This design comes from an exercise in tuning for small area, a short achievable clock period and few clock cycles per item on the open sky130 flow, not from production work.
Where RTL was checked, it was by simulation tests only, not by an equivalence proof against the original.
Power is estimated from default activity; no workload was simulated.

==> module rc5_encryption, before the edit <==
module rc5_encryption (
    input clk,
    input rst,
    input start,
    input [63:0] d_in,
    output ready,
    output done,
    output [63:0] d_out
);
    function [31:0] key;
        input [4:0] c;
        begin
            case (c)
                5'd1:  key = 32'h46F8E8C5;
                5'd2:  key = 32'h460C6085;
                5'd3:  key = 32'h70F83B8A;
                5'd4:  key = 32'h284B8303;
                5'd5:  key = 32'h513E1454;
                5'd6:  key = 32'hF621ED22;
                5'd7:  key = 32'h3125065D;
                5'd8:  key = 32'h11A83A5D;
                5'd9:  key = 32'hD427686B;
                5'd10: key = 32'h713AD82D;
                5'd11: key = 32'h4B792F99;
                5'd12: key = 32'h2799A4DD;
                5'd13: key = 32'hA7901C49;
                5'd14: key = 32'hDEDE871A;
                5'd15: key = 32'h36C03196;
                5'd16: key = 32'hA7EFC249;
                5'd17: key = 32'h61A78BB8;
                5'd18: key = 32'h3B0A1D2B;
                5'd19: key = 32'h4DBFCA76;
                5'd20: key = 32'hAE162167;
                5'd21: key = 32'h30D76B0A;
                5'd22: key = 32'h43192304;
                5'd23: key = 32'hF6CC1431;
                5'd24: key = 32'h65046380;
                default: key = 32'h0;
            endcase
        end
    endfunction
    function [31:0] rol;
        input [31:0] v;
        input [4:0] s;
        reg [31:0] t;
        begin
            t = v;
            if (s[0]) t = {t[30:0], t[31]};
            if (s[1]) t = {t[29:0], t[31:30]};
            if (s[2]) t = {t[27:0], t[31:28]};
            if (s[3]) t = {t[23:0], t[31:24]};
            if (s[4]) t = {t[15:0], t[31:16]};
            rol = t;
        end
    endfunction
    reg [31:0] xp, yp;
    reg [4:0]  ys_n;
    reg [4:0]  cp;
    reg        vp;
    reg [31:0] rq, yq;
    reg [4:0]  cq;
    reg        vq;
    reg [31:0] kq;       
    reg        ready_r, ready_o, done_r;   
    wire [31:0] rot = rol(xp ^ yp, ~ys_n);
    wire [31:0] sum = rq + kq;
    assign ready = ready_o;
    assign done  = done_r;
    assign d_out = {xp, yp};
    always @(posedge clk) begin
        xp <= yq;
        yp <= sum;
        ys_n <= ~sum[4:0];
        cp <= cq + 5'd1;
        kq <= key(ready_r ? 5'd0 : cp);
        if (ready_r) begin
            rq <= d_in[31:0];
            yq <= d_in[63:32];
            cq <= 5'd0;
        end else begin
            rq <= rot;
            yq <= yp;
            cq <= cp;
        end
        if (rst) begin
            vp      <= 1'b0;
            vq      <= 1'b0;
            done_r  <= 1'b0;
            ready_r <= 1'b1;
            ready_o <= 1'b1;
        end else begin
            vp      <= vq;
            vq      <= ready_r ? start : vp;
            done_r  <= vq && (cq == 5'd24);
            ready_r <= !vq || (cq == 5'd24);
            ready_o <= !vq || ((cq + 5'd1) == 5'd25);
        end
    end
endmodule
==> flow/config.mk <==
export PLATFORM = sky130hd
export DESIGN_NAME = rc5_encryption
export DESIGN_NICKNAME = rc5_encryption
export VERILOG_FILES = /design/flow/design.v
export SDC_FILE = /design/flow/constraint.sdc
export NUM_CORES = 4
export LEC_CHECK = 0
export ABC_CLOCK_PERIOD_IN_PS = 2500
export CAP_MARGIN = 20
export CORE_MARGIN = 2
export CORE_UTILIZATION = 60
export CTS_BUF_LIST = sky130_fd_sc_hd__clkbuf_16
export CTS_CLUSTER_SIZE = 60
export SLEW_MARGIN = 20
export TNS_END_PERCENT = 100
==> flow/constraint.sdc <==
create_clock -name core_clock -period 10.0 [get_ports {clk}]
set_input_delay 2.0000 -clock core_clock [delete_from_list [all_inputs] [get_ports {clk}]]
set_output_delay 2.0000 -clock core_clock [all_outputs]
set_load 0.01 [all_outputs]
standard.sh (not shown) runs the stock make flow with config.mk's settings and CLKGATE_MAP_FILE= SYNTH_SCRIPT=/design/flow/synth_recipe.tcl, a recipe that flattens the netlist after the stock synthesis.
==> flow/flow/run.sh <==
#!/bin/bash
export SETUP_SLACK_MARGIN=7.0
export BUFFER_PORTS_ARGS="-buffer_cell sky130_fd_sc_hd__buf_1"
bash standard.sh > standard.log 2>&1
Testbench counts at the start, summed over its fixed seeds: cycles 19,206, blocks 768.
Change:
--- a/flow/design.v
+++ b/flow/design.v
@@ -57,25 +57,24 @@
     reg [4:0]  ys_n;
     reg [4:0]  cp;
     reg        vp;
     reg [31:0] rq, yq;
     reg [4:0]  cq;
     reg        vq;
-    reg [31:0] kq;       
     reg        ready_r, ready_o, done_r;   
     wire [31:0] rot = rol(xp ^ yp, ~ys_n);
+    wire [31:0] kq  = key(cq);
     wire [31:0] sum = rq + kq;
     assign ready = ready_o;
     assign done  = done_r;
     assign d_out = {xp, yp};
     always @(posedge clk) begin
         xp <= yq;
         yp <= sum;
         ys_n <= ~sum[4:0];
         cp <= cq + 5'd1;
-        kq <= key(ready_r ? 5'd0 : cp);
         if (ready_r) begin
             rq <= d_in[31:0];
             yq <= d_in[63:32];
             cq <= 5'd0;
         end else begin
             rq <= rot;
=> Maximum frequency came out lower slightly; total power came out higher by a few percent; setup slack got worse by 0.010 ns; routed wire length came out lower slightly; cell area came out higher slightly; die area came out higher by a few percent; clock skew hardly moves; synthesized cell count came out higher by a few percent; clock-buffer cell count stays the same; cell count came out higher slightly; worst hold slack got worse by 0.0033 ns; combinational power came out higher by roughly a tenth.
Function not checked in the second run of this note: the RTL went through the layout flow alone.

## static timing again, ports no longer ideal
Ports are ideal in the flow. The routed layouts listed here were re-timed in OpenROAD.
Step 1: set_driving_cell puts a clkbuf_16 on clk and a buf_2 on each other input, an assumption about the parent block.
Step 2 times the ports against the registers' clock, not the clock port: input delays grow and output delays shrink by t, the midpoint of the rising clock arrivals with the driver on.
Slacks: no drivers / after step 1 / after step 2; pairs: no drivers / after step 1.
run	t, ns	setup slack, ns	clock arrival spread, ns	worst register clock-pin slew, ns	cell pins on the clock port's net
the first run	0.479	7.026 / 6.982 / 7.164	0.010 / 0.010	0.08 / 0.08	1
the second run	0.478	7.016 / 6.970 / 7.215	0.012 / 0.013	0.07 / 0.07	1
After both steps every run listed still meets setup and hold.
